This is an optimization exercise on Yosys and OpenROAD, whose aim is small area, a short achievable clock period and few clock cycles per item, not a production implementation. At most, simulation tests tie the RTL to the original design; equivalence was not proved. Power is estimated from default activity; no workload was simulated.

## oak
## memoryModule
module memoryModule #(
	parameter ramWidth = 8,
	parameter addrSize = 8) (
	input clk, rst, isIndirect,
	input [1:0] cntrl,
	input [addrSize-1:0] addr,
	input [ramWidth-1:0] dataIn,
	output [ramWidth-1:0] dataOut,
	output dataReady
	);
For scale: about 4,000 cells after synthesis, roughly 2,100 flip-flops, ~30 I/O pins, ~0.075 mm^2 of cells after synthesis.
==> module memoryModule, before the edit <==
module memoryModule #(
	parameter ramWidth = 8,
	parameter addrSize = 8) (
	input clk, rst, isIndirect,
	input [1:0] cntrl,
	input [addrSize-1:0] addr,
	input [ramWidth-1:0] dataIn,
	output [ramWidth-1:0] dataOut,
	output dataReady
	);
	reg ph;                  
	reg [15:0] ptrH, ptrL;   
	wire [7:0] rdata;
	wire startInd = cntrl[1] & isIndirect & ~ph;
	assign dataReady = cntrl[1] & (ph | ~isIndirect);
	assign dataOut = rdata;
	wire we = cntrl == 2'b11 && (ph || !isIndirect);
	wire [7:0] wdata = rst ? 8'd0 : we ? dataIn : rdata;
	wire [7:0] lt = addr & {8{~ph}};
	wire [7:0] lf = ~addr & {8{~ph}};
	wire [15:0] H, L;
	genvar g, b;
	generate
		for (g = 0; g < 16; g = g + 1) begin : dec
			g_a41o uh (.a1(g[3] ? lt[7] : lf[7]), .a2(g[2] ? lt[6] : lf[6]),
			           .a3(g[1] ? lt[5] : lf[5]), .a4(g[0] ? lt[4] : lf[4]),
			           .b1(ptrH[g]), .y(H[g]));
			g_a41o ul (.a1(g[3] ? lt[3] : lf[3]), .a2(g[2] ? lt[2] : lf[2]),
			           .a3(g[1] ? lt[1] : lf[1]), .a4(g[0] ? lt[0] : lf[0]),
			           .b1(ptrL[g]), .y(L[g]));
		end
	endgenerate
	wire [255:0] row;
	wire [2047:0] words;
	generate
		for (g = 0; g < 256; g = g + 1) begin : word
			reg [7:0] q;
			g_a21o ur (.a1(H[g/16]), .a2(L[g%16]), .b1(rst), .y(row[g]));
			assign words[g*8 +: 8] = q;
			always @(posedge clk)
				if (row[g]) q <= wdata;
		end
	endgenerate
	generate
		for (b = 0; b < 8; b = b + 1) begin : rbit
			wire [15:0] sa, sb, t;
			wire [7:0] s3;
			wire [3:0] s4;
			for (g = 0; g < 16; g = g + 1) begin : grp
				g_ao8 ua (.r(L[7:0]),
				          .q({words[(16*g+7)*8+b], words[(16*g+6)*8+b], words[(16*g+5)*8+b], words[(16*g+4)*8+b],
				              words[(16*g+3)*8+b], words[(16*g+2)*8+b], words[(16*g+1)*8+b], words[(16*g)*8+b]}),
				          .y(sa[g]));
				g_ao8 ub (.r(L[15:8]),
				          .q({words[(16*g+15)*8+b], words[(16*g+14)*8+b], words[(16*g+13)*8+b], words[(16*g+12)*8+b],
				              words[(16*g+11)*8+b], words[(16*g+10)*8+b], words[(16*g+9)*8+b], words[(16*g+8)*8+b]}),
				          .y(sb[g]));
				g_o21ai uo (.a1(sa[g]), .a2(sb[g]), .b1(H[g]), .y(t[g]));
			end
			for (g = 0; g < 8; g = g + 1) begin : t3
				g_nand2 u (.a(t[2*g]), .b(t[2*g+1]), .y(s3[g]));
			end
			for (g = 0; g < 4; g = g + 1) begin : t4
				g_nor2 u (.a(s3[2*g]), .b(s3[2*g+1]), .y(s4[g]));
			end
			g_nand4 t5 (.a(s4[0]), .b(s4[1]), .c(s4[2]), .d(s4[3]), .y(rdata[b]));
		end
	endgenerate
	integer m;
	always @(posedge clk) begin
		if (rst) ph <= 1'b0;
		else ph <= startInd;
		for (m = 0; m < 16; m = m + 1) begin
			ptrH[m] <= ~rst & startInd & (rdata[7:4] == m);
			ptrL[m] <= ~rst & startInd & (rdata[3:0] == m);
		end
	end
endmodule
==> flow/config.mk <==
export PLATFORM = sky130hd
export DESIGN_NAME = memoryModule
export DESIGN_NICKNAME = memoryModule
export VERILOG_FILES = /design/flow/design.v
export SDC_FILE = /design/flow/constraint.sdc
export NUM_CORES = 4
export LEC_CHECK = 0
export CAP_MARGIN = 20
export CORE_MARGIN = 2
export CORE_UTILIZATION = 60
export CTS_CLUSTER_DIAMETER = 80
export CTS_CLUSTER_SIZE = 28
export GPL_TIMING_DRIVEN = 0
export SETUP_SLACK_MARGIN = 1.0
export SLEW_MARGIN = 20
export SYNTH_HIERARCHICAL = 1
export SYNTH_MINIMUM_KEEP_SIZE = 0
export TNS_END_PERCENT = 5
==> flow/constraint.sdc <==
create_clock -name core_clock -period 6.0 [get_ports {clk}]
set_input_delay 1.2000 -clock core_clock [delete_from_list [all_inputs] [get_ports {clk}]]
set_output_delay 1.2000 -clock core_clock [all_outputs]
set_load 0.01 [all_outputs]
standard.sh (not shown) runs the stock make flow with config.mk's settings and CLKGATE_MAP_FILE= SYNTH_SCRIPT=/design/flow/synth_recipe.tcl, a recipe that flattens the netlist after the stock synthesis.
==> flow/flow/run.sh <==
#!/bin/bash
# Standard layout, with the ports buffered by plain buffers (buf_4, which the
# resizer may size up or down within the buf footprint) instead of the delay
# cells buffer_ports picks by default.
set -euo pipefail
bash standard.sh "BUFFER_PORTS_ARGS=-buffer_cell sky130_fd_sc_hd__buf_4" finish > standard.log 2>&1
Testbench counts of oak, summed over its fixed seeds: cycles 7,680, items 6,400.
Input-level comparison between pine and oak:
-- flow/design.v --
<<< oak, line 20
	wire [7:0] lt = addr & {8{~ph}};
	wire [7:0] lf = ~addr & {8{~ph}};
	wire [15:0] H, L;
	genvar g, b;
	generate
>>> pine, line 20
	wire [7:0] lt = addr & {8{~ph}};
	wire [7:0] lf = ~addr & {8{~ph}};
	wire [15:0] H;
	wire [31:0] L;    
	genvar g, b;
	generate
<<< oak, line 27
			           .a3(g[1] ? lt[5] : lf[5]), .a4(g[0] ? lt[4] : lf[4]),
			           .b1(ptrH[g]), .y(H[g]));
			g_a41o ul (.a1(g[3] ? lt[3] : lf[3]), .a2(g[2] ? lt[2] : lf[2]),
			           .a3(g[1] ? lt[1] : lf[1]), .a4(g[0] ? lt[0] : lf[0]),
			           .b1(ptrL[g]), .y(L[g]));
		end
	endgenerate
>>> pine, line 28
			           .a3(g[1] ? lt[5] : lf[5]), .a4(g[0] ? lt[4] : lf[4]),
			           .b1(ptrH[g]), .y(H[g]));
			g_a41o ul0 (.a1(g[3] ? lt[3] : lf[3]), .a2(g[2] ? lt[2] : lf[2]),
			            .a3(g[1] ? lt[1] : lf[1]), .a4(g[0] ? lt[0] : lf[0]),
			            .b1(ptrL[g]), .y(L[g]));
			g_a41o ul1 (.a1(g[3] ? lt[3] : lf[3]), .a2(g[2] ? lt[2] : lf[2]),
			            .a3(g[1] ? lt[1] : lf[1]), .a4(g[0] ? lt[0] : lf[0]),
			            .b1(ptrL[g]), .y(L[16+g]));
		end
	endgenerate
<<< oak, line 37
		for (g = 0; g < 256; g = g + 1) begin : word
			reg [7:0] q;
			g_a21o ur (.a1(H[g/16]), .a2(L[g%16]), .b1(rst), .y(row[g]));
			assign words[g*8 +: 8] = q;
			always @(posedge clk)
>>> pine, line 41
		for (g = 0; g < 256; g = g + 1) begin : word
			reg [7:0] q;
			g_a21o ur (.a1(H[g/16]), .a2(L[16*(g/128) + g%16]), .b1(rst), .y(row[g]));
			assign words[g*8 +: 8] = q;
			always @(posedge clk)
<<< oak, line 46
		for (b = 0; b < 8; b = b + 1) begin : rbit
			wire [15:0] sa, sb, t;
			wire [7:0] s3;
			wire [3:0] s4;
			for (g = 0; g < 16; g = g + 1) begin : grp
				g_ao8 ua (.r(L[7:0]),
				          .q({words[(16*g+7)*8+b], words[(16*g+6)*8+b], words[(16*g+5)*8+b], words[(16*g+4)*8+b],
				              words[(16*g+3)*8+b], words[(16*g+2)*8+b], words[(16*g+1)*8+b], words[(16*g)*8+b]}),
				          .y(sa[g]));
				g_ao8 ub (.r(L[15:8]),
				          .q({words[(16*g+15)*8+b], words[(16*g+14)*8+b], words[(16*g+13)*8+b], words[(16*g+12)*8+b],
				              words[(16*g+11)*8+b], words[(16*g+10)*8+b], words[(16*g+9)*8+b], words[(16*g+8)*8+b]}),
>>> pine, line 50
		for (b = 0; b < 8; b = b + 1) begin : rbit
			wire [15:0] sa, sb, t;
			wire [3:0] s3;
			wire [1:0] s4;
			for (g = 0; g < 16; g = g + 1) begin : grp
				g_ao8 ua (.r(L[16*(g/8) +: 8]),
				          .q({words[(16*g+7)*8+b], words[(16*g+6)*8+b], words[(16*g+5)*8+b], words[(16*g+4)*8+b],
				              words[(16*g+3)*8+b], words[(16*g+2)*8+b], words[(16*g+1)*8+b], words[(16*g)*8+b]}),
				          .y(sa[g]));
				g_ao8 ub (.r(L[16*(g/8) + 8 +: 8]),
				          .q({words[(16*g+15)*8+b], words[(16*g+14)*8+b], words[(16*g+13)*8+b], words[(16*g+12)*8+b],
				              words[(16*g+11)*8+b], words[(16*g+10)*8+b], words[(16*g+9)*8+b], words[(16*g+8)*8+b]}),
<<< oak, line 59
				g_o21ai uo (.a1(sa[g]), .a2(sb[g]), .b1(H[g]), .y(t[g]));
			end
			for (g = 0; g < 8; g = g + 1) begin : t3
				g_nand2 u (.a(t[2*g]), .b(t[2*g+1]), .y(s3[g]));
			end
			for (g = 0; g < 4; g = g + 1) begin : t4
				g_nor2 u (.a(s3[2*g]), .b(s3[2*g+1]), .y(s4[g]));
			end
			g_nand4 t5 (.a(s4[0]), .b(s4[1]), .c(s4[2]), .d(s4[3]), .y(rdata[b]));
		end
	endgenerate
>>> pine, line 63
				g_o21ai uo (.a1(sa[g]), .a2(sb[g]), .b1(H[g]), .y(t[g]));
			end
			for (g = 0; g < 4; g = g + 1) begin : t3
				g_nand4 u (.a(t[4*g]), .b(t[4*g+1]), .c(t[4*g+2]), .d(t[4*g+3]), .y(s3[g]));
			end
			g_nor2 t4a (.a(s3[0]), .b(s3[1]), .y(s4[0]));
			g_nor2 t4b (.a(s3[2]), .b(s3[3]), .y(s4[1]));
			g_nand2 t5 (.a(s4[0]), .b(s4[1]), .y(rdata[b]));
		end
	endgenerate
Notes after the runs:
- Total placed instance area for pine: 0.61% down relative to oak
- Against oak, pine reports a number of instances in the synthesized netlist that is lower.
- Delta (pine minus oak): portion of the layout cell area used by non-clock buffers +0.45 points; wire length +about 36%.
- Startpoint of the worst setup timing path = addr[1]: oak; startpoint of the worst setup timing path = ph: pine
- When the final numbers for pine and oak were put side by side, the setup slack turned out to be smaller in pine.
- pine ran in full, but the layout does not pass; the checks complain about max-capacitance violations, max-slew violations.
- The final-layout clock-cell area share in pine was lower than what oak gave.
- The run showing the smaller number of clock buffer instances in the layout is pine.
- Share of power burned in combinational logic delta for pine relative to oak: 1.8 points higher
- Diff oak -> pine: post-route non-filler standard cell count increased by about 3.6% relative to the old numbers; area after synthesis closely matched the old numbers; met3 routing resource usage after global routing lower; number of nets in the finished design increased about 4.6%.
No functional check of the RTL was part of pine.

Another version of the RTL of memoryModule (not shown whole).
Size in the first run: about 3900 cells after synthesis, about 2100 flip-flops, ~30 I/O pins, roughly 0.075 mm2 of cells after synthesis.
==> module memoryModule, before the edit <==
module memoryModule #(
	parameter ramWidth = 8,
	parameter addrSize = 8) (
	input clk, rst, isIndirect,
	input [1:0] cntrl,
	input [addrSize-1:0] addr,
	input [ramWidth-1:0] dataIn,
	output [ramWidth-1:0] dataOut,
	output dataReady
	);
	reg ph;                  
	reg [15:0] ptrH, ptrL;   
	wire [7:0] rdata;
	wire startInd = cntrl[1] & isIndirect & ~ph;
	assign dataReady = cntrl[1] & (ph | ~isIndirect);
	assign dataOut = rdata;
	wire we = cntrl == 2'b11 && (ph || !isIndirect);
	wire [7:0] wdata = rst ? 8'd0 : we ? dataIn : rdata;
	wire [7:0] lt = addr & {8{~ph}};
	wire [7:0] lf = ~addr & {8{~ph}};
	wire [15:0] Hn, Ln;
	genvar g, b;
	generate
		for (g = 0; g < 16; g = g + 1) begin : dec
			g_a41oi uh (.a1(g[3] ? lt[7] : lf[7]), .a2(g[2] ? lt[6] : lf[6]),
			            .a3(g[1] ? lt[5] : lf[5]), .a4(g[0] ? lt[4] : lf[4]),
			            .b1(ptrH[g]), .y(Hn[g]));
			g_a41oi ul (.a1(g[3] ? lt[3] : lf[3]), .a2(g[2] ? lt[2] : lf[2]),
			            .a3(g[1] ? lt[1] : lf[1]), .a4(g[0] ? lt[0] : lf[0]),
			            .b1(ptrL[g]), .y(Ln[g]));
		end
	endgenerate
	wire [255:0] row;
	wire [2047:0] words;
	generate
		for (g = 0; g < 256; g = g + 1) begin : word
			reg [7:0] q;
			g_o21ai ur (.a1(Hn[g/16]), .a2(Ln[g%16]), .b1(~rst), .y(row[g]));
			assign words[g*8 +: 8] = q;
			always @(posedge clk)
				if (row[g]) q <= wdata;
		end
	endgenerate
	generate
		for (b = 0; b < 8; b = b + 1) begin : rbit
			wire [31:0] s1;
			wire [15:0] s2;
			wire [3:0] s3;
			wire [1:0] s4;
			for (g = 0; g < 32; g = g + 1) begin : t1
				g_ao8 u (.r(row[8*g +: 8]),
				         .q({words[(8*g+7)*8+b], words[(8*g+6)*8+b], words[(8*g+5)*8+b], words[(8*g+4)*8+b],
				             words[(8*g+3)*8+b], words[(8*g+2)*8+b], words[(8*g+1)*8+b], words[(8*g)*8+b]}),
				         .y(s1[g]));
			end
			for (g = 0; g < 16; g = g + 1) begin : t2
				g_nor2 u (.a(s1[2*g]), .b(s1[2*g+1]), .y(s2[g]));
			end
			for (g = 0; g < 4; g = g + 1) begin : t3
				g_nand4 u (.a(s2[4*g]), .b(s2[4*g+1]), .c(s2[4*g+2]), .d(s2[4*g+3]), .y(s3[g]));
			end
			g_nor2 t4a (.a(s3[0]), .b(s3[1]), .y(s4[0]));
			g_nor2 t4b (.a(s3[2]), .b(s3[3]), .y(s4[1]));
			g_nand2 t5 (.a(s4[0]), .b(s4[1]), .y(rdata[b]));
		end
	endgenerate
	integer m;
	always @(posedge clk) begin
		if (rst) ph <= 1'b0;
		else ph <= startInd;
		for (m = 0; m < 16; m = m + 1) begin
			ptrH[m] <= ~rst & startInd & (rdata[7:4] == m);
			ptrL[m] <= ~rst & startInd & (rdata[3:0] == m);
		end
	end
endmodule
==> module g_a41oi, before the edit <==
module g_a41oi (input a1, a2, a3, a4, b1, output y);
	assign y = ~((a1 & a2 & a3 & a4) | b1);
endmodule
clock: 6.0 ns
lec_check: 0
cap_margin: 20
core_margin: 2
core_utilization: 60
cts_cluster_diameter: 80
cts_cluster_size: 28
gpl_timing_driven: 0
setup_slack_margin: 1.0
slew_margin: 20
synth_hierarchical: 1
synth_minimum_keep_size: 0
tns_end_percent: 5
Scripts as last shown in full above: flow/flow/run.sh
Testbench counts at the start, summed over its fixed seeds: cycles 7,680, items 6,400.
Edit:
==> flow/design.v (replaced) <==
`timescale 1ns / 1ps
module memoryModule #(
	parameter ramWidth = 8,
	parameter addrSize = 8) (
	input clk, rst, isIndirect,
	input [1:0] cntrl,
	input [addrSize-1:0] addr,
	input [ramWidth-1:0] dataIn,
	output [ramWidth-1:0] dataOut,
	output dataReady
	);
	reg ph;                  
	reg [15:0] ptrH, ptrL;   
	wire [7:0] rdata;
	wire startInd = cntrl[1] & isIndirect & ~ph;
	assign dataReady = cntrl[1] & (ph | ~isIndirect);
	wire we = cntrl == 2'b11 && (ph || !isIndirect);
	wire [7:0] wdata = rst ? 8'd0 : we ? dataIn : rdata;
	wire [7:0] lt = addr & {8{~ph}};
	wire [7:0] lf = ~addr & {8{~ph}};
	wire [15:0] H, L;
	genvar g, b;
	generate
		for (g = 0; g < 16; g = g + 1) begin : dec
			g_a41o uh (.a1(g[3] ? lt[7] : lf[7]), .a2(g[2] ? lt[6] : lf[6]),
			           .a3(g[1] ? lt[5] : lf[5]), .a4(g[0] ? lt[4] : lf[4]),
			           .b1(ptrH[g]), .y(H[g]));
			g_a41o ul (.a1(g[3] ? lt[3] : lf[3]), .a2(g[2] ? lt[2] : lf[2]),
			           .a3(g[1] ? lt[1] : lf[1]), .a4(g[0] ? lt[0] : lf[0]),
			           .b1(ptrL[g]), .y(L[g]));
		end
	endgenerate
	wire [255:0] row;
	wire [2047:0] words;
	generate
		for (g = 0; g < 256; g = g + 1) begin : word
			reg [7:0] q;
			g_a21o ur (.a1(H[g/16]), .a2(L[g%16]), .b1(rst), .y(row[g]));
			assign words[g*8 +: 8] = q;
			always @(posedge clk)
				if (row[g]) q <= wdata;
		end
	endgenerate
	generate
		for (b = 0; b < 8; b = b + 1) begin : rbit
			wire [15:0] sa, sb, t;
			wire [7:0] s3;
			wire [3:0] s4;
			for (g = 0; g < 16; g = g + 1) begin : grp
				g_ao8 ua (.r(L[7:0]),
				          .q({words[(16*g+7)*8+b], words[(16*g+6)*8+b], words[(16*g+5)*8+b], words[(16*g+4)*8+b],
				              words[(16*g+3)*8+b], words[(16*g+2)*8+b], words[(16*g+1)*8+b], words[(16*g)*8+b]}),
				          .y(sa[g]));
				g_ao8 ub (.r(L[15:8]),
				          .q({words[(16*g+15)*8+b], words[(16*g+14)*8+b], words[(16*g+13)*8+b], words[(16*g+12)*8+b],
				              words[(16*g+11)*8+b], words[(16*g+10)*8+b], words[(16*g+9)*8+b], words[(16*g+8)*8+b]}),
				          .y(sb[g]));
				g_o21ai uo (.a1(sa[g]), .a2(sb[g]), .b1(H[g]), .y(t[g]));
			end
			for (g = 0; g < 8; g = g + 1) begin : t3
				g_nand2 u (.a(t[2*g]), .b(t[2*g+1]), .y(s3[g]));
			end
			for (g = 0; g < 4; g = g + 1) begin : t4
				g_nor2 u (.a(s3[2*g]), .b(s3[2*g+1]), .y(s4[g]));
			end
			g_nand4 t5 (.a(s4[0]), .b(s4[1]), .c(s4[2]), .d(s4[3]), .y(rdata[b]));
			g_nand4 t5o (.a(s4[0]), .b(s4[1]), .c(s4[2]), .d(s4[3]), .y(dataOut[b]));
		end
	endgenerate
	integer m;
	always @(posedge clk) begin
		if (rst) ph <= 1'b0;
		else ph <= startInd;
		for (m = 0; m < 16; m = m + 1) begin
			ptrH[m] <= ~rst & startInd & (rdata[7:4] == m);
			ptrL[m] <= ~rst & startInd & (rdata[3:0] == m);
		end
	end
endmodule
module g_a41o (input a1, a2, a3, a4, b1, output y);
	assign y = (a1 & a2 & a3 & a4) | b1;
endmodule
module g_a21o (input a1, a2, b1, output y);
	assign y = (a1 & a2) | b1;
endmodule
module g_ao8 (input [7:0] r, input [7:0] q, output y);
	assign y = ~(~((r[0] & q[0]) | (r[1] & q[1])) & ~((r[2] & q[2]) | (r[3] & q[3])) &
	             ~((r[4] & q[4]) | (r[5] & q[5])) & ~((r[6] & q[6]) | (r[7] & q[7])));
endmodule
module g_o21ai (input a1, a2, b1, output y);
	assign y = ~((a1 | a2) & b1);
endmodule
module g_nand4 (input a, b, c, d, output y);
	assign y = ~(a & b & c & d);
endmodule
module g_nand2 (input a, b, output y);
	assign y = ~(a & b);
endmodule
module g_nor2 (input a, b, output y);
	assign y = ~(a | b);
endmodule
=>
- The changed run produced a clean layout
- total power is higher by 7.6%
- count of clock-buffer cells in the layout is lower by 1
- area after synthesis is higher by 1.1%
- maximum frequency is higher by 2.1%
- core utilization is lower by 3.2 points
- final cell count is lower by 2.4%
- die area is higher by 1.1%
- global-route usage is higher by 4.5 points
Function not checked in the second run of this note: the RTL went through the layout flow alone.

what the ideal ports hide:
How much do the figures lean on ideal ports? The routed layouts below were timed once more, with nothing changed but the port constraints.
Step 1 (the two cells are an assumption about what drives the block):
set clk [get_ports {clk}]
set_driving_cell -lib_cell sky130_fd_sc_hd__clkbuf_16 $clk
set_driving_cell -lib_cell sky130_fd_sc_hd__buf_2 [delete_from_list [all_inputs] $clk]
Step 2 also shifts input and output timing later by t, the mid clock arrival at the registers, as if the neighbouring blocks saw the same clock.
a / b / c = ideal / step 1 / step 2; a / b = the first two.
| run | shift t [ns] | setup WS [ns] | slew at the worst register clock pin (ns) |
|---|---|---|---|
| oak | 0.789 | 0.885 / 0.801 / 0.276 | 0.11 / 0.11 |
| pine | 0.798 | 0.437 / 0.364 / 0.167 | 0.12 / 0.12 |
| the first run of note 2 | 0.782 | 0.633 / 0.523 / -0.026 | 0.11 / 0.11 |
| the second run of note 2 | 0.807 | 0.741 / 0.658 / 0.350 | 0.12 / 0.12 |
Met with ideal ports but missed after step 2: setup timing in the first run of note 2. The setup slack of the first run of note 2, which loses most, moves by -0.110 ns with the drivers and by -0.659 ns with both steps.
